This is an optimization exercise on Yosys and OpenROAD, whose aim is small area and a short achievable clock period, not a production implementation. At most, simulation tests tie the RTL to the original design; equivalence was not proved. Function not checked in runs 1 and 2: the RTL went through the layout flow alone. Power figures rest on the tool's default switching activity, not on a simulated workload.

==> flow/design.v, too long to show whole: its modules and the start of the top module <==
// module DECODER_UNIT: 12 lines
// module ARITHMETIC_UNIT: 25 lines
// module ADDSUB: 17 lines
// module DIV_STEP: 19 lines
// module DIV_LAST: 13 lines
// module HIGH_OR: 22 lines
// module DIV_HEAD: 25 lines
// module DIV_TAIL: 29 lines
// module MUL16: 1070 lines
// module LOGIC_UNIT: 12 lines
// module CMP_UNIT: 13 lines
// module SHIFT_UNIT: 11 lines
// module ALU_TOP: 66 lines
module ALU_TOP (
  input  wire [15:0] A_TOP,
  input  wire [15:0] B_TOP,
  input  wire [3:0]  ALU_FUN_TOP,
  input  wire        CLK_TOP,
  input  wire        RST_TOP,
  output wire [31:0] Arith_OUT_TOP,
  output wire        Carry_OUT_TOP,
  output wire        Arith_Flag_TOP,
  output wire [15:0] Logic_OUT_TOP,
  output wire        Logic_Flag_TOP,
  output wire [1:0]  CMP_OUT_TOP,
  output wire        CMP_Flag_TOP,
  output wire [15:0] Shift_OUT_TOP,
  output wire        Shift_Flag_TOP
);
  // ...
==> flow/flow/run.sh <==
#!/bin/bash
# The standard layout (the standard.sh) with these changes:
# - the port buffers are sky130_fd_sc_hd__buf_1 cells;
# - Yosys's synth skips its generic "abc -fast" pass before full-adder
#   extraction (ABC still maps the design to cells afterwards);
# - ABC's area script (ABC_AREA = 1) is replaced by an area-recovering
#   mapping without ABC's buffering and sizing: strash; dch; amap; topo
#   (a copy of ORFS's scripts folder, with only abc_area.script changed);
# - CTS builds a clock tree of clkbuf_8 cells without dummy loads
#   (CTS_ARGS: -sink_clustering_enable -repair_clock_nets -buf_list sky130_fd_sc_hd__clkbuf_8 -dont_use_dummy_load);
set -euo pipefail
cp -r "$FLOW_HOME/scripts" orfs_scripts
printf 'strash\ndch\namap\ntopo\n' > orfs_scripts/abc_area.script
export SCRIPTS_DIR="$PWD/orfs_scripts"
export BUFFER_PORTS_ARGS="-buffer_cell sky130_fd_sc_hd__buf_1"
export SYNTH_ARGS="-noabc"
export SETUP_SLACK_MARGIN=82.8
export CTS_ARGS="-sink_clustering_enable -repair_clock_nets -buf_list sky130_fd_sc_hd__clkbuf_8 -dont_use_dummy_load"
bash standard.sh > standard.log 2>&1
==> flow/standard.sh <==
#!/bin/bash
# synth_recipe.tcl (not shown) runs the flow's synth.tcl, then flattens the netlist and writes it again
# the make line also repeats each setting of config.mk as NAME=value (left out here)
make -C /OpenROAD-flow-scripts/flow DESIGN_CONFIG=/design/flow/config.mk WORK_HOME=/design/flow/orfs CLKGATE_MAP_FILE= SYNTH_SCRIPT=/design/flow/synth_recipe.tcl "${@:-finish}"
==> flow/config.mk <==
export PLATFORM = sky130hd
export DESIGN_NAME = ALU_TOP
export DESIGN_NICKNAME = ALU_TOP
export VERILOG_FILES = /design/flow/design.v
export SDC_FILE = /design/flow/constraint.sdc
export NUM_CORES = 4
export LEC_CHECK = 0
export ABC_AREA = 1
export CAP_MARGIN = 20
export CORE_MARGIN = 2
export CORE_UTILIZATION = 60
export CTS_BUF_LIST = sky130_fd_sc_hd__clkbuf_8
export SLEW_MARGIN = 20
==> flow/constraint.sdc <==
create_clock -name core_clock -period 140.0 [get_ports {CLK_TOP}]
set_input_delay 28.0000 -clock core_clock [delete_from_list [all_inputs] [get_ports {CLK_TOP}]]
set_output_delay 28.0000 -clock core_clock [all_outputs]
set_load 0.01 [all_outputs]
==> run notes, run 1 <==
Layout:
- The cell group occupying the most layout area is multi-input combinational cells.
- Multi-input gates account for 76.8% of the area.
- In the layout the commonest cells are 231 x o22ai_1, 218 x fa_1, 171 x nor2_1.
- For this run, the post-layout net count is 1,902.
- The area taken by flip-flops and latches is 1190 um^2.
- The area fraction of clock buffers and clock inverters is 0.891%.
- Leaving out fill and tap cells, the most frequent cell in the layout is o22ai_1.
- Across the whole layout, storage elements make up 8.56% of the cell area.

Min path:
- The worst hold path class is in -> async.

Critical path:
- The element type at the critical path end is an output port.
- The element type at the critical path start is an input port.
- The critical path starts at ALU_FUN_TOP[3].
- The cell at the slowest stage of the critical path is buf_1.

Logic synthesis:
- The count of mapped cells out of synthesis is 1,334.
- Sorting the synthesized cells by area gives the leading types as fa_1 43%, o22ai_1 12%, dfxtp_1 9.0%, ha_1 6.8%, nor2_1 5.5%.
- The share of synthesized area spent on multiplexers is 0%.
- The synthesized design contains 58 register bits.
- The post-synth net total is 1,692.
- The proportion of synthesized flip-flops having asynchronous set or reset is 6.90%.
- For this run, the number of Yosys warnings is 1.

STA:
- The peak clock frequency supported by timing is 17.7 MHz.
- The final count of hold timing violations is 0.
- The slack of the critical path is 83.42 ns.
- Measured against its own limit, the worst slew margin works out to 29.0%.
- The number of pins with negative max-slew slack in the final report was 0.

Pwr:
- Combinational cells account for 82.0% of the total power.
- Registers are responsible for 11.1% of the overall power.
- Of the total power, the share spent switching nets is 50.0%.

Flow run:
- The max-capacitance violation count is 0.

Route:
- The final layout contains routed wiring with a total length of 42,500 um.

Clock tree:
- The post-CTS clock slew at the launch and capture registers of the worst setup and hold paths is 0.06 ns.

Die:
- The number of standard-cell rows in the floorplan is 51.

Run status:
- The run finished with no timing, DRC or antenna violations.
==> run 2, diff against run 1 <==
==> flow/flow/run.sh (replaced) <==
#!/bin/bash
# The standard layout (the standard.sh) with these changes:
# - the port buffers are sky130_fd_sc_hd__buf_1 cells;
# - Yosys's synth skips its generic "abc -fast" pass before full-adder
#   extraction (ABC still maps the design to cells afterwards);
# - ABC's area script (ABC_AREA = 1) is replaced by an area-recovering
#   mapping without ABC's buffering and sizing: strash; dch; amap; topo
#   (a copy of ORFS's scripts folder, with only abc_area.script changed);
# - CTS builds a clock tree of clkbuf_4 cells, at most 5 registers per leaf buffer, without dummy loads
#   (CTS_ARGS: -sink_clustering_enable -repair_clock_nets -buf_list sky130_fd_sc_hd__clkbuf_4 -sink_clustering_size 5 -sink_clustering_max_diameter 40 -dont_use_dummy_load);
set -euo pipefail
cp -r "$FLOW_HOME/scripts" orfs_scripts
printf 'strash\ndch\namap\ntopo\n' > orfs_scripts/abc_area.script
export SCRIPTS_DIR="$PWD/orfs_scripts"
export BUFFER_PORTS_ARGS="-buffer_cell sky130_fd_sc_hd__buf_1"
export SYNTH_ARGS="-noabc"
export SETUP_SLACK_MARGIN=82.8
export CTS_ARGS="-sink_clustering_enable -repair_clock_nets -buf_list sky130_fd_sc_hd__clkbuf_4 -sink_clustering_size 5 -sink_clustering_max_diameter 40 -dont_use_dummy_load"
bash standard.sh > standard.log 2>&1
==> run 2 against run 1 <==
Still clean on timing, DRC and antenna. Worst setup slack better by 0.023 ns. Highest routed layer unchanged. Largest cell class unchanged. Synthesized area stayed put. Sequential power hardly changed. Non-clock buffer count is 6 higher. Critical path depth stayed put. Largest power group unchanged.
==> run notes, run 2 <==
Logic synthesis:
- The proportion of synthesized flip-flops having asynchronous set or reset is 6.90% (unchanged).
- By count the netlist is led by 255 x fa_1, 238 x o22ai_1, 175 x nor2_1.
- The top cell type by area accounts for 42.6% of the synthesized area.
- The synthesized netlist contains 29 unique library cells.
- The cell with the most instances after synthesis is fa_1.
- The post-synth net total came to 1,692 (unchanged).
- By area the synthesized netlist is led by fa_1 43%, o22ai_1 12%, dfxtp_1 9.0%, ha_1 6.8%, nor2_1 5.5%.
- The combined area of all synthesized cells is 12,000 um^2.
- In the synthesized netlist the dominant register cell turns out to be dfxtp_1.
- The share of the Yosys chip area taken by registers is 9.86%.
- The top cell type by total area after synthesis is fa_1.
- Counting flops with a built-in enable in the synthesized netlist gives 0.
- The synthesis-stage register bit count is 58 (unchanged).
- The yosys synthesis warning count is 1 (unchanged).
- Each instance of the synthesized netlist takes up on average 8.99 um^2.
- The count of mapped cells out of synthesis is 1,334 (unchanged).

Pwr:
- In this run the power density over the cells is 12.1 nW/um^2.
- The portion of total power attributed to the clock network is 5.0%.
- The internal power component is 0.0825 mW.
- For this design the static power due to leakage is 5.10 nW.
- The share of total power in combinational logic came to 83.7% (+1.7 points).
- The net switching share of the total power came to 50.7% (+0.70 points).
- Summed over all nets, the switching power comes to 0.0847 mW.
- The register share of total power was 11.3% (+0.2 points).
- Overall power consumption after layout is estimated at 0.167 mW.
- VDD sags by at most 0.0000107 V.

Global route:
- The pin count of the biggest net entering global routing is 46.
- The number of antenna violations at the first check in global routing was 0.
- The total global routing track utilization is 39.7%.
- The total overflow left after global routing is 0.
- The first global-routing pass estimated 65,100 um of wire.
- The number of global-route vias before repair is 11.7k.

Die:
- The starting density of the core is 61.4%.
- The number of standard-cell rows in the floorplan is 51 (unchanged).
- The die height is 145 um.
- The I/O pin count is 109.
- The horizontal die dimension is 145 um.
- The die covers 21,100 um^2.
- In this run the standard cell core region covers 19,500 um^2.

Route:
- The post-detailed-route via-to-cell ratio is 6.73.
- The number of DRC markers in iteration 0 is 1,466.
- The aggregate routed wire length is 42,000 um (-1.1%).
- The number of nets with antenna violations after routing is 0.
- In the routed design, unresolved DRC markers number 0.
- The routed layout has 12.2k vias.
- Dividing the detail-routed wire length by the instance count gives 23.2 um.
- Before antenna repair, the detailed router went through 7 iterations.

Critical path:
- Traced cell by cell, the critical path runs through buf_1 -> clkinv_1 -> nor2_1 -> buf_1.
- The most common cell type on the critical path is buf_1.
- STA classifies the critical path endpoint as an output port.
- The worst setup path is of the in -> out kind.
- The slowest stage of the critical path belongs to the cell buf_1.
- On the critical path the largest part of the delay comes from buffers and inverters.
- STA puts the critical path data arrival time at 28.56 ns.
- At the worst endpoint, the required time is 112.00 ns.
- On the worst path, the slowest cell contributes a delay of 0.17 ns.
- Counting buffers and inverters, the worst setup path is 4 cells deep.
- The maximum fanout along the worst path is 4.
- Counting both buffers and inverters, the worst setup path holds a total of 3.
- The element type at the critical path start is an input port.

Layout:
- The post-layout net count is 1,908 (+0.32%).
- The cell area after layout is 13,900 um^2.
- The largest registers in the layout are a_r (16), b_r (16).
- The number of standard cells in the final layout excluding fillers is 1,813.
- The layout overhead on the synthesized area is 15.7%.
- The most common cell after layout, fill and taps aside is o22ai_1.
- The post-route netlist has 12.2% of its cells at a drive strength greater than 1.
- The top cell types in the final layout, fill and taps aside, are 231 x o22ai_1, 218 x fa_1, 171 x nor2_1.
- The repair_antennas step left the layout with diodes totalling 0.
- The share of the core filled with cells in the final layout is 71.0%.

STA:
- The final setup TNS is 0 ns.
- Counting I/O delays and the setup requirement, the final critical path takes 56.56 ns.
- Setup violations remaining at the end of the flow were counted as 0.
- The number of pins with negative max-slew slack in the final report came to 0 (unchanged).
- The worst slew slack as a fraction of its limit came to 29.0% (about the same).
- Setup repair after global routing left no endpoint under its margin.
- The peak clock frequency supported by timing is 17.7 MHz (about the same).
- The final count of hold timing violations came to 0 (unchanged).
- At the pin with the least slew margin, the transition time is 1.06 ns.
- The final period utilization is 40.4%.

Flow run:
- The max-capacitance violation count was 0 (unchanged).

Placement:
- The cell count after placement is 1,736.
- Once placement finished, the instance area stood at 13,100 um^2.
- The weighted congestion reported at the end of routability-driven placement is 0.971.
- In this run the tool buffered the top-level ports with 108 buffer cells.
- The placed wire-length estimate after detailed placement is 29,800 um.

Clock tree:
- TritonCTS built the clock tree.
- The H-tree depth is 3.
- The post-CTS clock slew at the launch and capture registers of the worst setup and hold paths is 0.09 ns (+0.03 ns).
- Clock tree synthesis found a total of 58 sinks.
- The number of clock buffers added by TritonCTS is 9.
- The number of buffers between clock root and the deepest sink is 2.
- The cell at the root of the clock tree is clkbuf_4.

Run status:
- The run finished with no timing, DRC or antenna violations.

Min path:
- In this run the worst hold path is classified as in -> async.
[run 2: cell count changes in the layout (fill, tap and decap cells not counted), sizes merged]
cell      previous run  this run
clkinv             120       119
clkinvlp             0         1
buf                197       203
[run 2: worst paths after layout]
check	startpoint	to	slack [ns]
min in group core_clock	A_TOP[0]	a_r[0]$_DFF_P_	27.68
setup / recovery	ALU_FUN_TOP[3]	Shift_Flag_TOP	83.44
hold / removal	RST_TOP	f_r[2]$_DFF_PN0_	27.45
max in group asynchronous	RST_TOP	f_r[3]$_DFF_PN1_	112.25
[run 2: metrics by stage]
stage / hold slack, ns / worst slack (ns)
after floorplan: 27.70 / 82.83
final: 27.45 / 83.44
after global placement: 27.87 / 81.22
after global routing: 27.44 / 82.70
after detailed placement: 27.88 / 80.83
after CTS: 27.43 / 82.85
[run 2: final cells by class]
type                            count  area, um^2
Tap cell                          265         332
Fill cell                        1565        5660
Multi-Input combinational cell   1153       10700
Timing Repair inverter              1        6.26
Clock buffer                        9        67.6
Sequential cell                    58        1190
Inverter                          123         478
Timing Repair Buffer              204        1140
[run 2: kinds of logic (layout without fill, tap and decap cells)]
family | count (synthesis) | count (layout) | synth area share [%]
compound gates | 527 | 527 | 26.6
fa+ha+maj | 320 | 320 | 49.3
buf+inv | 123 | 337 | 3.85
flops | 58 | 58 | 9.86
simple gates | 306 | 306 | 10.3
[run 2: power by group through the flow]
stage / registers [mW] / clock network, mW / logic [mW]
2_1_floorplan: 0.0196 / 0 / 0.0973
3_3_place_gp: 0.0192 / 0 / 0.134
3_5_place_dp: 0.0192 / 0 / 0.137
4_1_cts: 0.0188 / 0.00847 / 0.139
5_1_grt: 0.0190 / 0.00893 / 0.160
6_report: 0.0189 / 0.00841 / 0.140
[run 2: timing repair]
item                                    CTS  global route
hold buffers                              0             0
cloned                                    1             0
endpoints found under the setup margin   13            13
resized for setup                        18            40
pin swaps                                 6             9
setup buffers                            54            13
[run 2: metal layers]
metal | share of wire (%) | routed length (um) | global-route usage (%)
met3 | 14 | 6000 | 12.6
met5 | 0 | 0 | 0
met1 | 38 | 15900 | 56.1
met2 | 43 | 18300 | 57.7
met4 | 4.5 | 1890 | 15.0
==> module DIV_LAST, before the edit <==
module DIV_LAST (
  input  wire [15:0] U,
  input  wire [15:0] B,
  output wire        Q
);
  wire [16:0] c;
  assign c[0] = 1'b0;
  genvar j;
  generate for (j = 0; j < 16; j = j + 1) begin : g
    assign c[j+1] = (U[j] & B[j]) | (c[j] & (U[j] ^ B[j]));
  end endgenerate
  assign Q = ~c[16];
endmodule
==> module DIV_HEAD, before the edit <==
module DIV_HEAD #(parameter K = 11) (
  input  wire [15:0]    A,
  input  wire [15:0]    B,
  output wire [15:16-K] Q,
  output wire [K-1:0]   R
);
  wire [15:1] nz;
  HIGH_OR U_nz (.B(B), .NZ(nz));
  genvar w;
  generate
    for (w = 1; w <= K; w = w + 1) begin : st
      wire [w-1:0] t;
      wire [w-1:0] r;
      if (w == 1) begin : f
        assign t = A[15];
      end else if (w % 2 == 0) begin : n
        assign t = {st[w-1].r, ~A[16-w]};
      end else begin : p
        assign t = {st[w-1].r, A[16-w]};
      end
      DIV_STEP #(.W(w), .INV(1 - w % 2)) u (.X(t), .BL(B[w-1:0]), .BHZ(~nz[w]), .Q(Q[16-w]), .XN(r));
    end
  endgenerate
  assign R = st[K].r;
endmodule
==> module DIV_TAIL, before the edit <==
module DIV_TAIL #(parameter K = 11) (
  input  wire [15-K:0] A,
  input  wire [15:0]   B,
  input  wire [K-1:0]  RH,
  output wire [15-K:0] Q
);
  wire [15:1] nz;
  HIGH_OR U_nz (.B(B), .NZ(nz));
  genvar w;
  generate
    for (w = K + 1; w <= 15; w = w + 1) begin : st
      wire [w-1:0] t;
      wire [w-1:0] r;
      if (w == K + 1) begin : f
        if (w % 2 == 0) begin : n
          assign t = {RH, ~A[16-w]};
        end else begin : p
          assign t = {RH, A[16-w]};
        end
      end else if (w % 2 == 0) begin : n
        assign t = {st[w-1].r, ~A[16-w]};
      end else begin : p
        assign t = {st[w-1].r, A[16-w]};
      end
      DIV_STEP #(.W(w), .INV(1 - w % 2)) u (.X(t), .BL(B[w-1:0]), .BHZ(~nz[w]), .Q(Q[16-w]), .XN(r));
    end
  endgenerate
  DIV_LAST u_last (.U({st[15].r, ~A[0]}), .B(B), .Q(Q[0]));
endmodule
==> run 3, diff against run 2 <==
--- a/flow/design.v
+++ b/flow/design.v
@@ -72,17 +72,17 @@
   assign XN = ~(Q ? s : X);
 endmodule
 module DIV_LAST (
-  input  wire [15:0] U,
+  input  wire [15:0] T,
   input  wire [15:0] B,
   output wire        Q
 );
   wire [16:0] c;
-  assign c[0] = 1'b0;
+  assign c[0] = 1'b1;
   genvar j;
   generate for (j = 0; j < 16; j = j + 1) begin : g
-    assign c[j+1] = (U[j] & B[j]) | (c[j] & (U[j] ^ B[j]));
+    assign c[j+1] = (T[j] & ~B[j]) | (c[j] & (T[j] ^ ~B[j]));
   end endgenerate
-  assign Q = ~c[16];
+  assign Q = c[16];
 endmodule
 module HIGH_OR (
   input  wire [15:0] B,
@@ -120,13 +120,13 @@
       wire [w-1:0] t;
       wire [w-1:0] r;
       if (w == 1) begin : f
-        assign t = A[15];
-      end else if (w % 2 == 0) begin : n
+        assign t = ~A[15];
+      end else if (w % 2) begin : n
         assign t = {st[w-1].r, ~A[16-w]};
       end else begin : p
         assign t = {st[w-1].r, A[16-w]};
       end
-      DIV_STEP #(.W(w), .INV(1 - w % 2)) u (.X(t), .BL(B[w-1:0]), .BHZ(~nz[w]), .Q(Q[16-w]), .XN(r));
+      DIV_STEP #(.W(w), .INV(w % 2)) u (.X(t), .BL(B[w-1:0]), .BHZ(~nz[w]), .Q(Q[16-w]), .XN(r));
     end
   endgenerate
   assign R = st[K].r;
@@ -145,20 +145,20 @@
       wire [w-1:0] t;
       wire [w-1:0] r;
       if (w == K + 1) begin : f
-        if (w % 2 == 0) begin : n
+        if (w % 2) begin : n
           assign t = {RH, ~A[16-w]};
         end else begin : p
           assign t = {RH, A[16-w]};
         end
-      end else if (w % 2 == 0) begin : n
+      end else if (w % 2) begin : n
         assign t = {st[w-1].r, ~A[16-w]};
       end else begin : p
         assign t = {st[w-1].r, A[16-w]};
       end
-      DIV_STEP #(.W(w), .INV(1 - w % 2)) u (.X(t), .BL(B[w-1:0]), .BHZ(~nz[w]), .Q(Q[16-w]), .XN(r));
+      DIV_STEP #(.W(w), .INV(w % 2)) u (.X(t), .BL(B[w-1:0]), .BHZ(~nz[w]), .Q(Q[16-w]), .XN(r));
     end
   endgenerate
-  DIV_LAST u_last (.U({st[15].r, ~A[0]}), .B(B), .Q(Q[0]));
+  DIV_LAST u_last (.T({st[15].r, A[0]}), .B(B), .Q(Q[0]));
 endmodule
 module MUL16 (
   input  wire [15:0] A,
==> flow/flow/run.sh (replaced) <==
#!/bin/bash
# The standard layout (the standard.sh) with these changes:
# - the port buffers are sky130_fd_sc_hd__buf_1 cells;
# - Yosys's synth skips its generic "abc -fast" pass before full-adder
#   extraction (ABC still maps the design to cells afterwards);
# - ABC's area script (ABC_AREA = 1) is replaced by an area-recovering
#   mapping without ABC's buffering and sizing: strash; dch; map -a; strash; dch; map -a; topo
#   (a copy of ORFS's scripts folder, with only abc_area.script changed);
# - CTS builds a clock tree of clkbuf_8 cells without dummy loads
#   (CTS_ARGS: -sink_clustering_enable -repair_clock_nets -buf_list sky130_fd_sc_hd__clkbuf_8 -dont_use_dummy_load);
set -euo pipefail
cp -r "$FLOW_HOME/scripts" orfs_scripts
printf 'strash\ndch\nmap -a\nstrash\ndch\nmap -a\ntopo\n' > orfs_scripts/abc_area.script
export SCRIPTS_DIR="$PWD/orfs_scripts"
export BUFFER_PORTS_ARGS="-buffer_cell sky130_fd_sc_hd__buf_1"
export SYNTH_ARGS="-noabc"
export SETUP_SLACK_MARGIN=82.8
export CTS_ARGS="-sink_clustering_enable -repair_clock_nets -buf_list sky130_fd_sc_hd__clkbuf_8 -dont_use_dummy_load"
bash standard.sh > standard.log 2>&1
==> run 3 against run 2 <==
Clock-buffer cell count unchanged. First-iteration DRC count is 44% lower. Synthesized cell count fell by 0.22%. Critical path type unchanged. Global-route usage down 2.2 points. Worst setup slack better by 0.036 ns. Sequential share of layout area about the same. Total power up 28%. Synthesized area up 4.5%. Sequential cell count is the same. Critical endpoint unchanged. Maximum frequency about the same. Critical path depth stayed put. Cell count down 2.8%.
==> run notes, run 3 <==
Placement:
- The count of input and output buffers is 108 (unchanged).
- The weighted congestion reported at the end of routability-driven placement is 0.934 (-3.8%).
- The placed wire-length estimate after detailed placement is 30,600 um (+2.7%).
- The worst setup slack after placement is 81.60 ns (+0.771 ns).

STA:
- The peak clock frequency supported by timing is 17.7 MHz (about the same).
- The slack of the critical path is 83.48 ns (+0.0357 ns).
- Setup repair after global routing left no endpoint under its margin.
- The final setup TNS is 0 ns (unchanged).
- The worst slew slack as a fraction of its limit is 44.1% (+15 points).
- The transition time of the tightest slew-check pin is 0.838 ns (-0.221 ns).
- The final period utilization was 40.4% (about the same).
- The post-route minimum period is 56.52 ns (-0.0357 ns).
- The total of endpoints with negative setup slack in the final report came to 0 (unchanged).
- The number of pins with negative max-slew slack in the final report came to 0 (unchanged).
- The final count of hold timing violations came to 0 (unchanged).

Logic synthesis:
- The area share of the largest cell type after synthesis was 40.7% (-1.8 points).
- The proportion of synthesized flip-flops having asynchronous set or reset was 6.90% (unchanged).
- The share of synthesized area spent on multiplexers is 5.03% (+5.0 points).
- The basic-gate share of the synthesized area counting and, or, nand and nor cells is 9.28% (-1.1 points).
- The count of mapped cells out of synthesis is 1,331 (-0.22%).
- The share of synthesized cell area in full adder, half adder and majority cells was 47.4% (-1.9 points).
- The number of unique standard cell types used by synthesis is 24 (-17%).
- The synthesized area per cell is 9.41 um^2 (+4.7%).
- After synthesis, the most frequently instantiated cells are 255 x fa_1, 190 x nand2_1, 139 x clkinv_1.
- The synthesis-stage register bit count was 58 (unchanged).
- The number of enable flip-flop cells after synthesis is 0 (unchanged).
- For this run, the leading register cell type out of synthesis is dfxtp_1.
- In the post-synthesis netlist, the biggest area contributors are fa_1 41%, xor2_1 8.9%, dfxtp_1 8.6%, ha_1 6.7%, o22ai_1 6.5%.
- The share of synthesized area occupied by flip-flops and latches is 9.44% (-0.42 points).
- The combined area of all synthesized cells is 12,500 um^2 (+4.5%).
- The post-synth net total is 1,691 (-0.059%).
- The main combinational cell family by area after synthesis is adder cells.
- Among all cell types in the netlist, the one instantiated most often is fa_1.
- The XOR/XNOR share of the synthesized area is 10.2% (+10 points).
- The biggest area contributor in the post-synthesis netlist is fa_1.
- The synthesized-area fraction occupied by ao, oa, aoi and oai cells is 14.5% (-12 points).
- The yosys synthesis warning count is 1 (unchanged).

Critical path:
- The critical setup path kind is in -> out.
- The worst setup path is captured at an output port.
- The required arrival time at the worst endpoint was 112.00 ns (about the same).
- The maximum fanout along the worst path is 4 (unchanged).
- The element type at the critical path start is an input port.
- The data arrival time of the critical path came to 28.52 ns (-0.04 ns).

Route:
- The uppermost layer routed is met4.
- The routed wire length on met3 is 4200 um (-30%).
- The number of nets with antenna violations after routing is 0 (unchanged).
- The wire length per cell came to 22.5 um (-2.9%).
- The remaining routing DRC violations is 0 (unchanged).
- The total number of vias is 11.0k (-9.4%).
- The met1 layer wirelength in the final routing is 16,300 um (+2.4%).
- The number of DRC markers in iteration 0 is 821 (-44%).
- The post-detailed-route via-to-cell ratio is 6.27 (-6.8%).
- The aggregate routed wire length is 39,700 um (-5.6%).
- The wire length on met2 is 18,200 um (-0.50%).
- The detailed-routing iteration count for the pre-antenna-repair pass is 5 (-2).

Global route:
- The total global routing track utilization is 37.4% (-2.2 points).
- The global-route wire length before repair is 62,900 um (-3.4%).
- The number of global-route vias before repair came to 11.2k (-4.3%).
- The number of antenna violations at the first check in global routing is 0 (unchanged).
- The pin count of the biggest net entering global routing is 37 (-20%).
- The overall overflow remaining after global route is 0 (unchanged).

Clock tree:
- The clock sink total is 58 (unchanged).
- The clock buffer count from CTS is 9 (unchanged).
- The cell sitting at the root of the clock tree is a clkbuf_8.
- The H-tree depth is 3 (unchanged).
- The count of hold buffers inserted by post-cts repair is 0 (unchanged).
- The number of buffers between clock root and the deepest sink came to 2 (unchanged).
- TritonCTS built the clock tree.
- The post-CTS clock slew at the launch and capture registers of the worst setup and hold paths is 0.08 ns (about the same).

Layout:
- The layout overhead on the synthesized area is 10.6%.
- The layout cell share with drive strength beyond 1 is 5.56% (-6.6 points).
- The largest registers in the layout are a_r (16), b_r (16).
- The library cell used most frequently in the layout, excluding fill and tap cells, is fa_1.
- The number of antenna repair diodes is 0 (unchanged).
- The fill cell total of the finished layout was 1,768 (+13%).
- The top cell types in the final layout, fill and taps aside, are 255 x fa_1, 185 x nand2_1, 132 x clkinv_1.
- The post-layout net count was 1,854 (-2.8%).

Pwr:
- The net switching share of the total power is 52.4% (+1.7 points).
- The power density over the cells is 15.4 nW/um^2 (+28%).
- The total net switching power is 0.112 mW (+32%).
- The internal power component is 0.102 mW (+24%).
- The leakage power total is 5.37 nW (+5.4%).
- The share of total power in combinational logic came to 85.6% (+1.9 points).
- The worst IR drop on VDD is 0.0000180 V (+68%).
- The power after layout is 0.214 mW (+28%).
- The register share of total power is 8.7% (-2.6 points).
- The portion of total power attributed to the clock network was 5.7% (+0.7 points).

Die:
- The I/O pin count is 109 (unchanged).
- The horizontal die dimension is 149 um (+2.2%).
- The standard cell core area is 20,400 um^2 (+4.3%).
- The number of standard-cell rows in the floorplan is 52 (+2.0%).
- The starting density of the core came to 61.5% (+0.11 points).
- The die height is 149 um (+2.2%).
- The area of the die is 22,100 um^2 (+4.4%).

Flow run:
- The max-capacitance violation count is 0 (unchanged).

Min path:
- The worst hold path belongs to the class in -> async.

Run status:
- The run finished with no timing, DRC or antenna violations.
==> run 3: cell count changes after synthesis, sizes merged, moves of 19 or more <==
| cell | delta |
|---|---|
| xor2 | +127 |
| nor2 | -109 |
| o22ai | -108 |
| nand2 | +106 |
| a21oi | -68 |
| mux2i | +63 |
| a22o | -30 |
| nand3 | +20 |
| xnor2 | +19 |
==> run 3: logic make-up after synthesis <==
group                      after synthesis
muxes                                   63
adders and majority gates              322
and+or+nand+nor                        294
buffers and inverters                  139
DFF                                     58
xor gates and xnor gates               146
AOI/OAI and AO/OA                      309
==> run 3: power groups by stage <==
stage	Sequential [mW]	Combinational, mW	Clock [mW]
final	0.0187	0.183	0.0122
after global routing	0.0187	0.209	0.0129
after CTS	0.0186	0.183	0.0122
after detailed placement	0.0190	0.179	0
after global placement	0.0190	0.177	0
after floorplan	0.0194	0.120	0
==> run 3: repair_timing <==
| action | in CTS | in global routing |
|---|---|---|
| cloned | 0 | 0 |
| setup buffers | 1 | 10 |
| endpoints found under the setup margin | 13 | 13 |
| resized for setup | 8 | 27 |
| pin swaps | 1 | 2 |
==> run 3: worst max-delay path by stage <==
stage                         startpoint                to  slack (ns)  cells after the start
final                     ALU_FUN_TOP[3]    Shift_Flag_TOP       83.48                      4
after global routing           B_TOP[13]   dr_r[1]$_DFF_P_       82.82                     97
after CTS                 a_r[4]$_DFF_P_  Arith_OUT_TOP[0]       82.94                     82
after detailed placement       B_TOP[11]   dr_r[8]$_DFF_P_       81.60                     97
after global placement         B_TOP[11]   dr_r[6]$_DFF_P_       81.77                     97
after floorplan           a_r[4]$_DFF_P_  Arith_OUT_TOP[0]       83.15                     79
==> run 3: critical path, stage by stage <==
cell and delay, ns:
buf_1 0.15, clkinv_1 0.11, nor2_1 0.11, buf_1 0.16
==> run 3: metal layers <==
metal,up-vias,global-route usage [%]
met5,-,0
li1,4848,-
met4,0,9.76
met1,5463,53.7
met3,88,8.47
met2,646,58.2
==> run 3: per-stage QoR <==
step                utilization (%)  hold WS, ns  instance area [um^2]  cells
floorplan                         -        27.70                 12500   1331
global placement               66.5        27.83                 13500   1742
detailed placement             66.5        27.83                 13500   1742
CTS                            67.2        27.44                 13700   1752
global route                   68.1        27.44                 13900   1762
finish                         68.1        27.44                 13900   1762
==> run 3: area by class of cell <==
cell class | count | area [um^2] | share of cell area [%]
Clock buffer | 9 | 124 | 0.894
Inverter | 139 | 536 | 3.86
Multi-Input combinational cell | 1134 | 10900 | 78.8
Sequential cell | 58 | 1180 | 8.55
Tap cell | 270 | 338 | 2.44
Timing Repair Buffer | 152 | 757 | 5.46
==> run 4, diff against run 3 <==
==> flow/flow/run.sh (replaced) <==
#!/bin/bash
# The standard layout (the standard.sh) with these changes:
# - the port buffers are sky130_fd_sc_hd__buf_1 cells;
# - Yosys's synth skips its generic "abc -fast" pass before full-adder
#   extraction (ABC still maps the design to cells afterwards);
# - ABC's area script (ABC_AREA = 1) is replaced by an area-recovering
#   mapping without ABC's buffering and sizing: strash; dch; amap; topo
#   (a copy of ORFS's scripts folder, with only abc_area.script changed);
# - CTS builds a clock tree of clkbuf_8 cells without dummy loads
#   (CTS_ARGS: -sink_clustering_enable -repair_clock_nets -buf_list sky130_fd_sc_hd__clkbuf_8 -dont_use_dummy_load);
set -euo pipefail
cp -r "$FLOW_HOME/scripts" orfs_scripts
printf 'strash\ndch\namap\ntopo\n' > orfs_scripts/abc_area.script
export SCRIPTS_DIR="$PWD/orfs_scripts"
export BUFFER_PORTS_ARGS="-buffer_cell sky130_fd_sc_hd__buf_1"
export SYNTH_ARGS="-noabc"
export SETUP_SLACK_MARGIN=82.3
export CTS_ARGS="-sink_clustering_enable -repair_clock_nets -buf_list sky130_fd_sc_hd__clkbuf_8 -dont_use_dummy_load"
bash standard.sh > standard.log 2>&1
==> run 4 against run 3 <==
Total power fell by 21%. Combinational power fell by 24%. Critical path type is now in -> reg. Die area shrank 3.9%. Worst setup slack worse by 0.22 ns. Highest routed layer unchanged.
==> run notes, run 4 <==
Critical path:
- The most common cell type on the critical path is fa_1.
- The worst setup path is captured at a register.
- The data arrival time of the critical path is 56.95 ns (+28.43 ns).
- The required arrival time at the worst endpoint is 140.21 ns (+28.21 ns).
- The element type at the critical path start is an input port.
- Among all stages on the critical path, the largest delay is contributed by fa_1.
- The highest cell delay on the worst timing path is 0.47 ns (+0.31 ns).
- The critical path in this run is classified as in -> reg.
- The maximum fanout along the worst path is 12 (+8).

Clock tree:
- The clock sink total is 58 (unchanged).
- The clock buffer count from CTS was 9 (unchanged).
- TritonCTS built the clock tree.
- Clock tree synthesis selected as its root buffer the cell clkbuf_8.
- The H-tree depth is 3 (unchanged).
- The post-CTS clock slew at the launch and capture registers of the worst setup and hold paths came to 0.06 ns (-0.02 ns).
- The number of buffers between clock root and the deepest sink is 2 (unchanged).

Global route:
- The total global routing track utilization is 38.7% (+1.2 points).
- The met1 usage in global routing is 54.7% (+1.0 points).
- The pin count of the biggest net entering global routing is 44 (+19%).
- The number of antenna violations at the first check in global routing was 0 (unchanged).
- The global-route wire length before repair is 64,100 um (+2.0%).
- The global routing's busiest layer is met2.
- The met3 demand-to-capacity share in global routing is 10.0% (+1.6 points).
- The number of global-route vias before repair is 11.6k (+3.6%).
- The overall overflow remaining after global route is 0 (unchanged).
- The met2 routing resource usage after global routing was 58.1% (-0.11 points).

Route:
- The detailed-routing iteration count for the pre-antenna-repair pass is 6 (+1).
- The post-detailed-route via-to-cell ratio is 6.75 (+7.6%).
- The wire length per cell came to 23.0 um (+2.1%).
- The aggregate routed wire length is 41,400 um (+4.5%).
- The number of nets with antenna violations after routing was 0 (unchanged).
- The number of DRC markers in iteration 0 is 1,265 (+54%).
- The remaining routing DRC violations was 0 (unchanged).
- The total number of vias came to 12.2k (+10%).

STA:
- The worst slew slack as a fraction of its limit came to 26.5% (-18 points).
- Setup repair after global routing left no endpoint under its margin.
- The number of pins with negative max-slew slack in the final report was 0 (unchanged).
- The total of endpoints with negative setup slack in the final report was 0 (unchanged).
- The final period utilization came to 40.5% (+0.16 points).
- The transition time of the tightest slew-check pin was 1.10 ns (+0.260 ns).
- The peak clock frequency supported by timing is 17.6 MHz (-0.39%).
- The post-route minimum period came to 56.74 ns (+0.219 ns).
- The final setup TNS is 0 ns (unchanged).
- The final count of hold timing violations is 0 (unchanged).

Logic synthesis:
- The synthesized area per cell is 8.85 um^2 (-6.0%).
- The count of mapped cells out of synthesis was 1,359 (+2.1%).
- The proportion of synthesized flip-flops having asynchronous set or reset is 6.90% (unchanged).
- The synthesis-stage register bit count was 58 (unchanged).
- The yosys synthesis warning count was 1 (unchanged).
- The commonest cells after synthesis are 262 x o22ai_1, 255 x fa_1, 169 x nor2_1.
- The number of unique standard cell types used by synthesis is 28 (+17%).
- The leading register cell type out of synthesis is dfxtp_1.
- The area share of the largest cell type after synthesis is 42.4% (+1.7 points).
- The share of synthesized area occupied by flip-flops and latches is 9.83% (+0.39 points).
- The combined area of all synthesized cells is 12,000 um^2 (-4.0%).
- The post-synth net total came to 1,719 (+1.7%).
- Ranked by total cell area, the synthesized netlist is headed by fa_1 42%, o22ai_1 14%, dfxtp_1 9.0%, ha_1 7.0%, nor2_1 5.3%.
- Of all cell types, the one taking the most synthesized area is fa_1.
- The number of enable flip-flop cells after synthesis is 0 (unchanged).
- o22ai_1 is the most common cell in the netlist.

Layout:
- Leaving out fill and tap cells, the most frequent cell in the layout is o22ai_1.
- In the final layout, the registers with the most flip-flops are a_r (16), b_r (16).
- Compared with the post-synthesis result, the final layout area differs by 13.0%.
- The library cells used most frequently in the layout, excluding fill and tap cells, are 258 x o22ai_1, 253 x fa_1, 161 x nor2_1.
- The post-layout net count is 1,899 (+2.4%).
- The layout cell share with drive strength beyond 1 is 7.03% (+1.5 points).
- The number of antenna repair diodes came to 0 (unchanged).

Pwr:
- The portion of total power attributed to the clock network is 6.7% (+1.0 points).
- The total net switching power came to 0.0845 mW (-25%).
- The net switching share of the total power came to 49.9% (-2.4 points).
- The share of total power in combinational logic is 82.1% (-3.5 points).
- The internal power component is 0.0847 mW (-17%).
- The power density over the cells came to 12.5 nW/um^2 (-19%).
- The power after layout was 0.169 mW (-21%).
- The worst IR drop on VDD is 0.0000112 V (-38%).
- The leakage power total is 4.97 nW (-7.5%).
- The register share of total power is 11.2% (+2.5 points).

Die:
- The I/O pin count was 109 (unchanged).
- The area of the die is 21,200 um^2 (-3.9%).
- The horizontal die dimension is 146 um (-2.0%).
- The die height is 146 um (-2.0%).
- The starting density of the core is 61.4% (-0.13 points).
- The standard cell core area is 19,600 um^2 (-3.8%).
- The number of standard-cell rows in the floorplan is 51 (-1.9%).

Placement:
- The count of input and output buffers is 108 (unchanged).
- The weighted congestion reported at the end of routability-driven placement is 0.988 (+5.7%).
- The placed wire-length estimate after detailed placement was 30,200 um (-1.2%).

Run status:
- The run finished with no timing, DRC or antenna violations.

Min path:
- In this run the worst hold path is classified as in -> async.

Flow run:
- The max-capacitance violation count was 0 (unchanged).
run 4: changes by cell type after synthesis, sizes merged, moves of 10 or more:
cell	change
nand2	-81
nand3	-16
o21ai	+10
xnor2	-19
mux2i	-63
a22o	+20
a31oi	+12
a21oi	+63
o22ai	+132
nor2	+103
o21a	-12
a22oi	-17
xor2	-127
run 4: cells by family (layout without fill, tap and decap cells):
logic type	count (synthesis)	in the layout	synth area share (%)
compound gates	527	527	26.0
fa+ha+maj	322	322	49.4
buf+inv	135	313	4.21
flops	58	58	9.83
simple gates	317	317	10.5
run 4: cell type report:
type | instances | area, um^2
multi-input combinational | 1166 | 10500
fill | 1641 | 6000
sequential | 58 | 1190
timing repair buffer | 169 | 882
inverter | 135 | 527
tap | 265 | 332
clock buffer | 9 | 124
run 4: how the worst max path moves through the flow:
stage | startpoint | to | slack (ns) | depth (start not counted)
after floorplan | B_TOP[11] | dr_r[10]$_DFF_P_ | 82.48 | 93
final | B_TOP[13] | dr_r[5]$_DFF_P_ | 83.26 | 94
after global routing | B_TOP[13] | dr_r[5]$_DFF_P_ | 82.10 | 94
after detailed placement | B_TOP[11] | dr_r[7]$_DFF_P_ | 79.56 | 94
after global placement | B_TOP[11] | dr_r[10]$_DFF_P_ | 80.40 | 94
after CTS | B_TOP[11] | dr_r[7]$_DFF_P_ | 82.33 | 94
run 4: through the flow:
stage | setup slack, ns | utilization, % | cells | hold WS (ns) | cell area, um^2
after floorplan | 82.48 | - | 1359 | 27.70 | 12000
after global placement | 80.40 | 66.4 | 1759 | 27.84 | 13000
after detailed placement | 79.56 | 66.4 | 1759 | 27.85 | 13000
after CTS | 82.33 | 67.5 | 1769 | 27.50 | 13200
after global routing | 82.10 | 69.4 | 1802 | 27.50 | 13600
final | 83.26 | 69.4 | 1802 | 27.50 | 13600
run 4: power by group through the flow:
stage / clock network [mW] / registers (mW) / logic, mW
floorplan: 0 / 0.0194 / 0.0969
global placement: 0 / 0.0192 / 0.133
detailed placement: 0 / 0.0192 / 0.136
CTS: 0.0114 / 0.0188 / 0.138
global route: 0.0123 / 0.0189 / 0.158
finish: 0.0114 / 0.0190 / 0.139
run 4: repair_timing:
item                       4_1_cts  5_1_grt
setup buffers                    1       31
gates resized for setup         23       31
setup endpoints to repair       13       13
hold buffers                     0        0
gates cloned                     0        1
pin swaps                        1        8
run 4: worst max-delay path: cells and delay by family:
family,cells,cell delay [ns]
buffers and inverters,6,0.51
adder cells (fa/ha/maj),55,23.19
AND/OR/NAND/NOR,22,3.70
AO/OA/AOI/OAI,11,1.51
run 4: layer usage:
layer	share of wire, %	vias to the layer above
met5	0	-
met4	4.4	0
met3	14	168
met2	44	924
met1	38	5752
li1	-	5313
==> run 5, diff against run 4 <==
--- a/flow/flow/run.sh
+++ b/flow/flow/run.sh
@@ -14,6 +14,6 @@
 export SCRIPTS_DIR="$PWD/orfs_scripts"
 export BUFFER_PORTS_ARGS="-buffer_cell sky130_fd_sc_hd__buf_1"
 export SYNTH_ARGS="-noabc"
-export SETUP_SLACK_MARGIN=82.3
+export SETUP_SLACK_MARGIN=81.5
 export CTS_ARGS="-sink_clustering_enable -repair_clock_nets -buf_list sky130_fd_sc_hd__clkbuf_8 -dont_use_dummy_load"
 bash standard.sh > standard.log 2>&1
==> run 5 against run 4 <==
Critical endpoint is now dr_r[8]$_DFF_P_. Clock power barely moved. Combinational power about the same. Total power is 0.37% lower. Largest power group unchanged.
==> run notes, run 5 <==
Run status:
- The flow ran to the end and the layout has no timing, DRC or antenna violations.

Logic synthesis:
- By count the netlist is led by 262 x o22ai_1, 255 x fa_1, 169 x nor2_1.
- The share of synthesized cell area in full adder, half adder and majority cells is 49.4% (unchanged).
- The share of synthesized area spent on multiplexers was 0% (unchanged).
- The number of enable flip-flop cells after synthesis was 0 (unchanged).
- The synthesis-stage register bit count was 58 (unchanged).
- The count of mapped cells out of synthesis came to 1,359 (unchanged).
- The number of unique standard cell types used by synthesis is 28 (unchanged).
- The yosys synthesis warning count was 1 (unchanged).
- The post-synth net total was 1,719 (unchanged).
- The XOR/XNOR share of the synthesized area was 0% (unchanged).
- The synthesized-area fraction occupied by ao, oa, aoi and oai cells is 26.0% (unchanged).
- The share of synthesized area occupied by flip-flops and latches was 9.83% (unchanged).
- The proportion of synthesized flip-flops having asynchronous set or reset is 6.90% (unchanged).
- The synthesized area per cell is 8.85 um^2 (unchanged).
- The area share of the largest cell type after synthesis is 42.4% (unchanged).
- The combined area of all synthesized cells was 12,000 um^2 (unchanged).
- fa_1 takes more of the synthesized area than any other cell.
- The basic-gate share of the synthesized area counting and, or, nand and nor cells came to 10.5% (unchanged).
- After synthesis, the largest family of logic cells by area is adder cells.
- Sorting the synthesized cells by area gives the leading types as fa_1 42%, o22ai_1 14%, dfxtp_1 9.0%, ha_1 7.0%, nor2_1 5.3%.
- The cell with the most instances after synthesis is o22ai_1.
- The leading register cell type out of synthesis is dfxtp_1.

Clock tree:
- The clock buffer count from CTS came to 9 (unchanged).
- The H-tree depth is 3 (unchanged).
- The post-CTS clock slew at the launch and capture registers of the worst setup and hold paths is 0.08 ns (+0.02 ns).
- The clock sink total is 58 (unchanged).
- The cell at the root of the clock tree is clkbuf_8.
- TritonCTS built the clock tree.
- The number of buffers between clock root and the deepest sink is 2 (unchanged).

Route:
- The post-detailed-route via-to-cell ratio is 6.70 (-0.70%).
- The wire length per cell came to 22.8 um (-0.78%).
- The number of DRC markers in iteration 0 is 1,312 (+3.7%).
- The remaining routing DRC violations came to 0 (unchanged).
- The total number of vias is 12.0k (-1.6%).
- The number of nets with antenna violations after routing is 0 (unchanged).
- The aggregate routed wire length is 40,800 um (-1.7%).
- The detailed-routing iteration count for the pre-antenna-repair pass came to 6 (unchanged).

Critical path:
- In this design, the critical path's most frequently occurring cell is fa_1.
- The critical path in this run is classified as in -> reg.
- The cell at the slowest stage of the critical path is or3_4.
- The data arrival time of the critical path came to 57.50 ns (+0.55 ns).
- The required arrival time at the worst endpoint was 140.23 ns (+0.02 ns).
- The highest cell delay on the worst timing path is 0.45 ns (-0.02 ns).
- The worst setup path is captured at a register.
- The maximum fanout along the worst path is 12 (unchanged).
- The worst setup path is launched from an input port.

Pwr:
- The internal power component is 0.0845 mW (-0.24%).
- The share of total power in combinational logic is 82.0% (about the same).
- The worst IR drop on VDD was 0.0000112 V (about the same).
- The leakage power total is 4.87 nW (-2.0%).
- The total net switching power came to 0.0840 mW (-0.51%).
- The portion of total power attributed to the clock network came to 6.8% (about the same).
- The net switching share of the total power is 49.8% (-0.068 points).
- The power density over the cells is 12.6 nW/um^2 (+0.92%).
- The register share of total power is 11.2% (about the same).

Placement:
- The placed wire-length estimate after detailed placement is 30,200 um (unchanged).
- The weighted congestion reported at the end of routability-driven placement is 0.988 (unchanged).
- The count of input and output buffers is 108 (unchanged).
- The worst setup slack after placement is 79.56 ns (unchanged).

STA:
- The slack of the critical path is 82.73 ns (-0.526 ns).
- The final setup TNS was 0 ns (unchanged).
- The number of pins with negative max-slew slack in the final report was 0 (unchanged).
- Setup repair after global routing left no endpoint under its margin.
- The final count of hold timing violations is 0 (unchanged).
- The total of endpoints with negative setup slack in the final report came to 0 (unchanged).
- The final hold slack is 27.50 ns (-0.00120 ns).
- The peak clock frequency supported by timing was 17.5 MHz (-0.92%).
- The final period utilization is 40.9% (+0.38 points).
- The post-route minimum period was 57.27 ns (+0.526 ns).
- The worst slew slack as a fraction of its limit is 27.2% (+0.71 points).
- The transition time of the tightest slew-check pin was 1.09 ns (-0.0107 ns).

Global route:
- The number of global-route vias before repair is 11.6k (-0.24%).
- The global-route wire length before repair came to 64,000 um (-0.17%).
- The number of antenna violations at the first check in global routing came to 0 (unchanged).
- The pin count of the biggest net entering global routing was 44 (unchanged).
- The total global routing track utilization is 38.6% (-0.085 points).
- The overall overflow remaining after global route is 0 (unchanged).

Die:
- The number of standard-cell rows in the floorplan was 51 (unchanged).
- The horizontal die dimension is 146 um (unchanged).
- The standard cell core area is 19,600 um^2 (unchanged).
- The die height is 146 um (unchanged).
- The area of the die is 21,200 um^2 (unchanged).
- The starting density of the core is 61.4% (unchanged).
- The I/O pin count is 109 (unchanged).

Layout:
- The library cell used most frequently in the layout, excluding fill and tap cells, is o22ai_1.
- The post-layout net count is 1,883 (-0.84%).
- The layout cell share with drive strength beyond 1 is 5.65% (-1.4 points).
- The share of the core filled with cells in the final layout was 68.5% (-0.89 points).
- In the final layout, the registers with the most flip-flops are a_r (16), b_r (16).
- The layout overhead on the synthesized area is 11.5%.
- In the layout the commonest cells are 259 x o22ai_1, 255 x fa_1, 162 x nor2_1.
- The number of antenna repair diodes came to 0 (unchanged).

Flow run:
- The max-capacitance violation count came to 0 (unchanged).

Min path:
- The worst hold path class is in -> async.
[run 5: area by class of cell]
cell class | instances | area [um^2]
multi-input combinational | 1166 | 10500
fill | 1665 | 6170
sequential | 58 | 1180
timing repair buffer | 153 | 763
inverter | 135 | 522
tap | 265 | 332
clock buffer | 9 | 124
[run 5: power groups by stage]
stage / sequential [mW] / clock, mW / combinational (mW)
2_1_floorplan: 0.0194 / 0 / 0.0969
3_3_place_gp: 0.0192 / 0 / 0.133
3_5_place_dp: 0.0192 / 0 / 0.136
4_1_cts: 0.0188 / 0.0114 / 0.138
5_1_grt: 0.0189 / 0.0123 / 0.158
6_report: 0.0189 / 0.0114 / 0.138
[run 5: kinds of logic after synthesis]
family / Yosys count
and+or+nand+nor: 317
AOI/OAI and AO/OA: 527
buffers and inverters: 135
adders and majority gates: 322
DFF: 58
[run 5: routing by layer]
metal | global-route usage [%] | share of wire, % | vias up
met3 | 9.97 | 13 | 139
met4 | 14.2 | 4.3 | 0
li1 | - | - | 5269
met1 | 54.6 | 38 | 5675
met5 | 0 | 0 | -
met2 | 57.9 | 44 | 882
[run 5: stage by stage]
step	total power, mW	instances	instance area (um^2)
after global placement	0.152	1759	13000
final	0.169	1786	13400
after CTS	0.168	1768	13200
after detailed placement	0.155	1759	13000
after global routing	0.189	1786	13400
after floorplan	0.116	1359	12000
[run 5: timing repair]
action,in CTS,in global routing
endpoints found under the hold margin,0,0
pin swaps,0,5
buffers inserted,0,17
gates cloned,0,0
hold buffers,0,0
setup endpoints to repair,13,13
resized for setup,11,24
[run 5: worst paths after layout]
kind,to,slack (ns),startpoint
setup / recovery,dr_r[8]$_DFF_P_,82.73,B_TOP[13]
hold / removal,f_r[0]$_DFF_PN0_,27.50,RST_TOP
max in group asynchronous,f_r[3]$_DFF_PN1_,112.23,RST_TOP
min in group core_clock,a_r[4]$_DFF_P_,27.75,A_TOP[4]
[run 5: worst max-delay path, delay by kind of cell]
| kind | cells | cell delay (ns) |
|---|---|---|
| adders and majority gates | 55 | 23.09 |
| and+or+nand+nor | 22 | 4.05 |
| AOI/OAI and AO/OA | 11 | 1.62 |
| buffers and inverters | 6 | 0.65 |
==> run 6, diff against run 5 <==
--- a/flow/flow/run.sh
+++ b/flow/flow/run.sh
@@ -14,6 +14,6 @@
 export SCRIPTS_DIR="$PWD/orfs_scripts"
 export BUFFER_PORTS_ARGS="-buffer_cell sky130_fd_sc_hd__buf_1"
 export SYNTH_ARGS="-noabc"
-export SETUP_SLACK_MARGIN=81.5
+export SETUP_SLACK_MARGIN=82.8
 export CTS_ARGS="-sink_clustering_enable -repair_clock_nets -buf_list sky130_fd_sc_hd__clkbuf_8 -dont_use_dummy_load"
 bash standard.sh > standard.log 2>&1
--- a/flow/config.mk
+++ b/flow/config.mk
@@ -8,6 +8,5 @@
 export ABC_AREA = 1
 export CAP_MARGIN = 20
 export CORE_MARGIN = 2
-export CORE_UTILIZATION = 60
-export CTS_BUF_LIST = sky130_fd_sc_hd__clkbuf_8
+export CORE_UTILIZATION = 72
 export SLEW_MARGIN = 20
==> run 6 against run 5 <==
Critical path depth decreased by 90. Routed wire length increased by 5.2%. Total power increased by 4.3%. First-iteration DRC count increased by 64%. Via count increased by 6.9%. Clock power about the same. Sequential power about the same. Maximum frequency increased by 1.1%.
==> run notes, run 6 <==
Die:
- The I/O pin count is 109 (unchanged).
- The number of standard-cell rows in the floorplan came to 47 (-7.8%).
- The standard cell core area is 16,500 um^2 (-16%).
- The starting density of the core is 73.1% (+12 points).
- The horizontal die dimension was 133 um (-8.5%).
- The die height is 133 um (-8.5%).
- The area of the die was 17,800 um^2 (-16%).

Route:
- The detailed-routing iteration count for the pre-antenna-repair pass is 13 (+7).
- The number of DRC markers in iteration 0 is 2,147 (+64%).
- The post-detailed-route via-to-cell ratio is 7.25 (+8.2%).
- The wire length per cell is 24.3 um (+6.5%).
- The remaining routing DRC violations is 0 (unchanged).
- The aggregate routed wire length came to 42,900 um (+5.2%).
- The number of nets with antenna violations after routing is 0 (unchanged).
- The total number of vias is 12.8k (+6.9%).

Clock tree:
- The number of buffers between clock root and the deepest sink is 2 (unchanged).
- The post-CTS clock slew at the launch and capture registers of the worst setup and hold paths was 0.05 ns (-0.03 ns).
- TritonCTS built the clock tree.
- The cell at the root of the clock tree is clkbuf_8.
- The clock sink total is 58 (unchanged).
- The H-tree depth was 3 (unchanged).
- The count of hold buffers inserted by post-cts repair is 0 (unchanged).
- The clock buffer count from CTS is 9 (unchanged).

Pwr:
- The leakage power total came to 5.00 nW (+2.6%).
- The net switching share of the total power was 50.5% (+0.67 points).
- The share of total power in combinational logic was 82.7% (+0.7 points).
- The power after layout is 0.176 mW (+4.3%).
- The total net switching power is 0.0889 mW (+5.7%).
- The power density over the cells is 12.9 nW/um^2 (+2.6%).
- The worst IR drop on VDD came to 0.0000130 V (+16%).
- The internal power component came to 0.0870 mW (+2.9%).
- The portion of total power attributed to the clock network is 6.6% (-0.2 points).
- The register share of total power is 10.8% (-0.4 points).

Global route:
- met2 is the most crowded layer.
- The number of antenna violations at the first check in global routing was 0 (unchanged).
- The pin count of the biggest net entering global routing was 44 (unchanged).
- The met3 demand-to-capacity share in global routing came to 13.6% (+3.7 points).
- The global-route wire length before repair is 64,900 um (+1.4%).
- The number of global-route vias before repair is 12.3k (+6.1%).
- The overall overflow remaining after global route is 0 (unchanged).
- The total global routing track utilization is 47.3% (+8.7 points).
- The met1 usage in global routing is 64.0% (+9.4 points).
- The met2 routing resource usage after global routing is 70.9% (+13 points).

Critical path:
- The required arrival time at the worst endpoint is 112.00 ns (-28.23 ns).
- STA classifies the critical path endpoint as an output port.
- STA classifies the critical path startpoint as an input port.
- The maximum fanout along the worst path is 4 (-8).
- The critical setup path kind is in -> out.
- The data arrival time of the critical path is 28.63 ns (-28.87 ns).

Logic synthesis:
- The post-synth net total was 1,719 (unchanged).
- The count of mapped cells out of synthesis is 1,359 (unchanged).
- In the synthesized netlist, the cells that appear most often are 262 x o22ai_1, 255 x fa_1, 169 x nor2_1.
- Of all cell types, the one taking the most synthesized area is fa_1.
- The number of enable flip-flop cells after synthesis came to 0 (unchanged).
- The number of unique standard cell types used by synthesis is 28 (unchanged).
- Among all flip-flop cells after synthesis, the most frequent one is dfxtp_1.
- The proportion of synthesized flip-flops having asynchronous set or reset was 6.90% (unchanged).
- The share of synthesized area occupied by flip-flops and latches is 9.83% (unchanged).
- Ranked by total cell area, the synthesized netlist is headed by fa_1 42%, o22ai_1 14%, dfxtp_1 9.0%, ha_1 7.0%, nor2_1 5.3%.
- Yosys instantiated no cell more often than o22ai_1.
- The synthesis-stage register bit count is 58 (unchanged).
- The area share of the largest cell type after synthesis came to 42.4% (unchanged).
- The yosys synthesis warning count is 1 (unchanged).
- The synthesized area per cell is 8.85 um^2 (unchanged).
- The combined area of all synthesized cells is 12,000 um^2 (unchanged).

STA:
- The peak clock frequency supported by timing came to 17.7 MHz (+1.1%).
- The post-route minimum period is 56.63 ns (-0.633 ns).
- The final count of hold timing violations is 0 (unchanged).
- The transition time of the tightest slew-check pin was 1.12 ns (+0.0366 ns).
- The number of pins with negative max-slew slack in the final report is 0 (unchanged).
- The final setup TNS is 0 ns (unchanged).
- The worst slew slack as a fraction of its limit came to 24.7% (-2.4 points).
- The final period utilization was 40.5% (-0.45 points).
- The total of endpoints with negative setup slack in the final report is 0 (unchanged).
- Setup repair after global routing left no endpoint under its margin.

Layout:
- Relative to the synthesized area, the layout overhead comes to 13.4%.
- The layout cell share with drive strength beyond 1 came to 8.42% (+2.8 points).
- The number of antenna repair diodes was 0 (unchanged).
- The post-layout net count is 1,906 (+1.2%).
- The largest registers in the layout are a_r (16), b_r (16).
- Leaving out fill and tap cells, the most frequent cell in the layout is o22ai_1.
- Leaving out fill and tap cells, the most frequent cells in the layout are 260 x o22ai_1, 238 x fa_1, 160 x nor2_1.
- The share of the core filled with cells in the final layout is 82.9% (+14 points).
- The cell area after layout is 13,600 um^2 (+1.7%).

Flow run:
- The max-capacitance violation count is 0 (unchanged).

Placement:
- The weighted congestion reported at the end of routability-driven placement was 1.02 (+3.0%).
- The count of input and output buffers is 108 (unchanged).
- The area of placed instances is 13,000 um^2 (-0.42%).
- The placed wire-length estimate after detailed placement is 30,200 um (-0.14%).

Min path:
- The worst hold path class is in -> async.

Run status:
- The flow ran to the end and the layout has no timing, DRC or antenna violations.
[run 6: cell counts after synthesis]
No cell type changed its count.
[run 6: final timing paths]
path / startpoint / endpoint / slack, ns / depth (start not counted)
worst max-delay path: ALU_FUN_TOP[3] / Shift_Flag_TOP / 83.37 / 4
worst min-delay path: RST_TOP / f_r[1]$_DFF_PN0_ / 27.48 / 1
max in group asynchronous: RST_TOP / f_r[3]$_DFF_PN1_ / 112.26 / 1
min in group core_clock: A_TOP[4] / a_r[4]$_DFF_P_ / 27.73 / 1
[run 6: metal layers]
| layer | vias up | wire length, um |
|---|---|---|
| met1 | 5926 | 14500 |
| met4 | 0 | 3120 |
| met2 | 1230 | 18400 |
| met5 | - | 0 |
| li1 | 5307 | - |
| met3 | 323 | 6930 |
[run 6: area by class of cell]
class                      instances  area [um^2]
multi-input combinational       1167        10600
inverter                         135          538
clock buffer                       9          124
fill                            1070         2820
tap                              220          275
sequential                        58         1190
timing repair buffer             175          937
[run 6: logic make-up after synthesis]
logic type,after synthesis,synth area share [%]
AO/OA/AOI/OAI,527,26.0
adder cells (fa/ha/maj),322,49.4
buffers and inverters,135,4.21
flip-flops,58,9.83
AND/OR/NAND/NOR,317,10.5
[run 6: worst max-delay path: stages]
cell and delay, ns:
buf_1 0.19, clkinv_1 0.12, nor2_1 0.15, buf_1 0.17
[run 6: power groups by stage]
stage               registers, mW  logic, mW  clock network [mW]
floorplan                  0.0194     0.0970                   0
global placement           0.0191      0.131                   0
detailed placement         0.0191      0.137                   0
CTS                        0.0188      0.140              0.0114
global route               0.0189      0.163              0.0121
finish                     0.0189      0.145              0.0115
[run 6: what timing repair did]
action,CTS,global route
pin swaps,5,8
cloned,0,3
buffers inserted,5,30
gates resized for setup,35,39
endpoints found under the setup margin,13,13
[run 6: metrics by stage]
| stage | setup slack [ns] | hold slack, ns | instances |
|---|---|---|---|
| 5_1_grt | 82.68 | 27.49 | 1764 |
| 4_1_cts | 82.81 | 27.49 | 1730 |
| 6_report | 83.37 | 27.48 | 1764 |
| 3_3_place_gp | 81.17 | 27.84 | 1716 |
| 3_5_place_dp | 79.92 | 27.84 | 1716 |
| 2_1_floorplan | 82.87 | 27.70 | 1359 |
==> run 7, diff against run 6 <==
--- a/flow/config.mk
+++ b/flow/config.mk
@@ -8,5 +8,5 @@
 export ABC_AREA = 1
 export CAP_MARGIN = 20
 export CORE_MARGIN = 2
-export CORE_UTILIZATION = 72
+export CORE_UTILIZATION = 50
 export SLEW_MARGIN = 20
==> run 7 against run 6 <==
Still clean on timing, DRC and antenna. Sequential share of layout area down 0.080 points. Global-route usage is 13 points lower. Design area is 0.93% higher. Sequential power barely moved. Synthesized cell count stayed put. Routed wire length rose by 0.29%. Sequential cell count stayed put. Non-clock buffer count is the same. Maximum frequency rose by 0.22%. Worst hold slack improved by 0.016 ns. Core utilization fell by 24 points. Critical endpoint is now CMP_Flag_TOP. Largest cell class unchanged.
==> run notes, run 7 <==
STA:
- The final setup TNS is 0 ns (unchanged).
- The peak clock frequency supported by timing was 17.7 MHz (+0.22%).
- The final hold slack came to 27.50 ns (+0.0156 ns).
- The post-route minimum period is 56.51 ns (-0.127 ns).
- Setup repair after global routing left no endpoint under its margin.
- The final count of hold timing violations came to 0 (unchanged).
- The worst slew slack as a fraction of its limit is 28.7% (+4.0 points).
- The transition time of the tightest slew-check pin came to 1.07 ns (-0.0585 ns).
- The final period utilization is 40.4% (-0.091 points).
- The total of endpoints with negative setup slack in the final report is 0 (unchanged).
- The number of pins with negative max-slew slack in the final report is 0 (unchanged).
- The slack of the critical path was 83.49 ns (+0.127 ns).

Die:
- The I/O pin count came to 109 (unchanged).
- The starting density of the core is 51.1% (-22 points).
- The die height is 159 um (+19%).
- The horizontal die dimension was 159 um (+19%).
- The standard cell core area was 23,500 um^2 (+43%).
- The area of the die is 25,300 um^2 (+43%).
- The number of standard-cell rows in the floorplan is 56 (+19%).

Critical path:
- The launching instance or port of the critical path is ALU_FUN_TOP[3].
- The element type at the critical path start is an input port.
- The signal on the critical path passes through buf_1 -> clkinv_1 -> nor2_1 -> buf_1.
- The required arrival time at the worst endpoint is 112.00 ns (about the same).
- The maximum fanout along the worst path is 4 (unchanged).
- The element type at the critical path end is an output port.
- The critical setup path kind is in -> out.
- The highest cell delay on the worst timing path is 0.15 ns (-0.04 ns).
- The buffering stage count on the worst path with inverters included was 3 (unchanged).
- The top cell family by delay on the critical path is buffers and inverters.
- By instance count, the cell type seen most on the critical path is buf_1.
- The cell at the slowest stage of the critical path is buf_1.
- The data arrival time of the critical path is 28.51 ns (-0.12 ns).

Layout:
- The layout cell share with drive strength beyond 1 is 8.48% (+0.065 points).
- The post-layout net count is 1,906 (unchanged).
- The number of standard cells in the final layout excluding fillers is 1,863 (+5.6%).
- The layout overhead on the synthesized area is 14.5%.
- The share of the core filled with cells in the final layout came to 58.5% (-24 points).
- The fill cell total of the finished layout is 2,229 (+110%).
- Leaving out fill and tap cells, the most frequent cell in the layout is o22ai_1.
- The library cells used most frequently in the layout, excluding fill and tap cells, are 259 x o22ai_1, 238 x fa_1, 159 x nor2_1.
- The number of antenna repair diodes was 0 (unchanged).
- In the final layout, the registers with the most flip-flops are a_r (16), b_r (16).

Route:
- The number of nets with antenna violations after routing is 0 (unchanged).
- The post-detailed-route via-to-cell ratio is 6.35 (-12%).
- The met1 layer wirelength in the final routing came to 18,400 um (+27%).
- The number of DRC markers in iteration 0 is 1,123 (-48%).
- The remaining routing DRC violations was 0 (unchanged).
- The total number of vias is 11.8k (-7.5%).
- The wire length per cell was 23.1 um (-5.0%).
- The uppermost layer routed is met4.
- The wire length on met2 is 19,100 um (+4.0%).
- The routed wire length on met3 was 4210 um (-39%).
- The detailed-routing iteration count for the pre-antenna-repair pass is 6 (-7).
- The aggregate routed wire length is 43,000 um (+0.29%).

Clock tree:
- The TritonCTS clock tree is yes.
- In this run the clock root is driven by a clkbuf_8.
- The H-tree depth is 3 (unchanged).
- The number of buffers between clock root and the deepest sink was 2 (unchanged).
- The count of hold buffers inserted by post-cts repair was 0 (unchanged).
- The post-CTS clock slew at the launch and capture registers of the worst setup and hold paths is 0.05 ns (about the same).
- The clock sink total is 58 (unchanged).
- The clock buffer count from CTS is 9 (unchanged).

Logic synthesis:
- The count of mapped cells out of synthesis is 1,359 (unchanged).
- Yosys attributes the largest share of cell area to fa_1 42%, o22ai_1 14%, dfxtp_1 9.0%, ha_1 7.0%, nor2_1 5.3%.
- The commonest cells after synthesis are 262 x o22ai_1, 255 x fa_1, 169 x nor2_1.
- The share of synthesized area occupied by flip-flops and latches is 9.83% (unchanged).
- The number of enable flip-flop cells after synthesis came to 0 (unchanged).
- The combined area of all synthesized cells is 12,000 um^2 (unchanged).
- The top cell type by total area after synthesis is fa_1.
- The yosys synthesis warning count is 1 (unchanged).
- The number of unique standard cell types used by synthesis is 28 (unchanged).
- The synthesized area per cell was 8.85 um^2 (unchanged).
- The proportion of synthesized flip-flops having asynchronous set or reset is 6.90% (unchanged).
- The synthesis-stage register bit count is 58 (unchanged).
- The leading register cell type out of synthesis is dfxtp_1.
- The area share of the largest cell type after synthesis came to 42.4% (unchanged).
- The post-synth net total came to 1,719 (unchanged).
- The cell with the most instances after synthesis is o22ai_1.

Pwr:
- The total net switching power is 0.0849 mW (-4.5%).
- The power density over the cells is 12.3 nW/um^2 (-4.2%).
- The register share of total power is 11.1% (+0.3 points).
- The worst IR drop on VDD is 0.0000117 V (-10%).
- The portion of total power attributed to the clock network is 6.6% (about the same).
- The share of total power in combinational logic is 82.3% (-0.4 points).
- The net switching share of the total power is 49.9% (-0.60 points).
- The internal power component is 0.0852 mW (-2.1%).
- The leakage power total is 5.00 nW (about the same).

Min path:
- The worst hold path class is in -> async.

Global route:
- The overall overflow remaining after global route was 0 (unchanged).
- The pin count of the biggest net entering global routing is 44 (unchanged).
- The global-route wire length before repair came to 67,700 um (+4.2%).
- The number of global-route vias before repair was 11.7k (-4.6%).
- The total global routing track utilization is 34.4% (-13 points).
- The number of antenna violations at the first check in global routing came to 0 (unchanged).

Placement:
- The placed wire-length estimate after detailed placement is 32,200 um (+6.6%).
- The cell count after placement is 1,819 (+6.0%).
- The count of input and output buffers is 108 (unchanged).
- The weighted congestion reported at the end of routability-driven placement is 0.925 (-9.1%).
- The worst setup slack after placement came to 79.98 ns (+0.0582 ns).

Run status:
- The flow ran to the end and the layout has no timing, DRC or antenna violations.

Flow run:
- The max-capacitance violation count is 0 (unchanged).
run 7: power groups by stage:
| stage | registers [mW] | logic (mW) | clock network (mW) |
|---|---|---|---|
| after floorplan | 0.0194 | 0.0970 | 0 |
| after global placement | 0.0192 | 0.135 | 0 |
| after detailed placement | 0.0192 | 0.137 | 0 |
| after CTS | 0.0189 | 0.140 | 0.0116 |
| after global routing | 0.0190 | 0.163 | 0.0123 |
| final | 0.0189 | 0.140 | 0.0112 |
run 7: what timing repair did:
| action | in CTS | in global routing |
|---|---|---|
| pin swaps | 4 | 11 |
| endpoints found under the setup margin | 13 | 13 |
| buffers inserted | 4 | 28 |
| gates resized for setup | 33 | 42 |
| cloned | 0 | 3 |
run 7: final timing paths:
check,endpoint,slack [ns],cells after the start
setup / recovery,CMP_Flag_TOP,83.49,4
hold / removal,f_r[0]$_DFF_PN0_,27.50,1
max in group asynchronous,f_r[3]$_DFF_PN1_,112.24,1
min in group core_clock,a_r[2]$_DFF_P_,27.74,1
run 7: logic make-up after synthesis:
kind of cell,synth area share (%)
buffers and inverters,4.21
AOI/OAI and AO/OA,26.0
and+or+nand+nor,10.5
DFF,9.83
adders and majority gates,49.4
run 7: cell type report:
cell class | count | area (um^2) | share of cell area (%)
Tap cell | 319 | 399 | 2.90
Clock buffer | 9 | 124 | 0.899
Timing Repair Buffer | 175 | 930 | 6.75
Sequential cell | 58 | 1190 | 8.61
Multi-Input combinational cell | 1167 | 10600 | 76.9
Inverter | 135 | 543 | 3.94
run 7: metrics by stage:
stage / power (mW) / area [um^2]
5_1_grt: 0.194 / 13800
4_1_cts: 0.170 / 13400
2_1_floorplan: 0.116 / 12000
6_report: 0.170 / 13800
3_3_place_gp: 0.154 / 13100
3_5_place_dp: 0.157 / 13100
run 7: metal layers:
metal / vias up / track usage (%)
met4: 0 / 10.1
met3: 111 / 6.30
met5: - / 0
li1: 5312 / -
met2: 660 / 52.1
met1: 5746 / 50.6

==> port drivers added, routing unchanged <==
No port has a modelled driver above. Below, the same layouts with a new extraction and two added sets of constraints.
Step 1 sets driving cells, clkbuf_16 on the clock port and buf_2 on the other inputs (assumed; they add their load-dependent delay and slew).
Step 2 also shifts input and output timing later by t, the mid clock arrival at the registers, as if the neighbouring blocks saw the same clock.
a / b / c = ideal ports / drivers / drivers and shift; a / b = the first two.
run	shift t [ns]	slack for setup (ns)	clock arrival spread, ns	worst register clock-pin slew, ns	pins driven straight from the clock port
run 1	0.364	83.419 / 83.397 / 83.344	0.008 / 0.007	0.06 / 0.06	1
run 2	0.430	83.442 / 83.420 / 83.262	0.014 / 0.015	0.09 / 0.09	1
run 3	0.382	83.478 / 83.456 / 83.456	0.025 / 0.024	0.08 / 0.08	1
run 4	0.351	83.258 / 83.265 / 82.914	0.028 / 0.029	0.08 / 0.08	1
run 5	0.350	82.732 / 82.739 / 82.389	0.028 / 0.028	0.08 / 0.08	1
run 6	0.367	83.366 / 83.340 / 83.289	0.027 / 0.026	0.08 / 0.08	1
run 7	0.360	83.492 / 83.470 / 83.470	0.027 / 0.027	0.08 / 0.08	1
After both steps setup and hold are still met in every run listed. For run 4, which loses most, drivers alone change the setup slack by +0.007 ns; drivers and shift together by -0.344 ns.
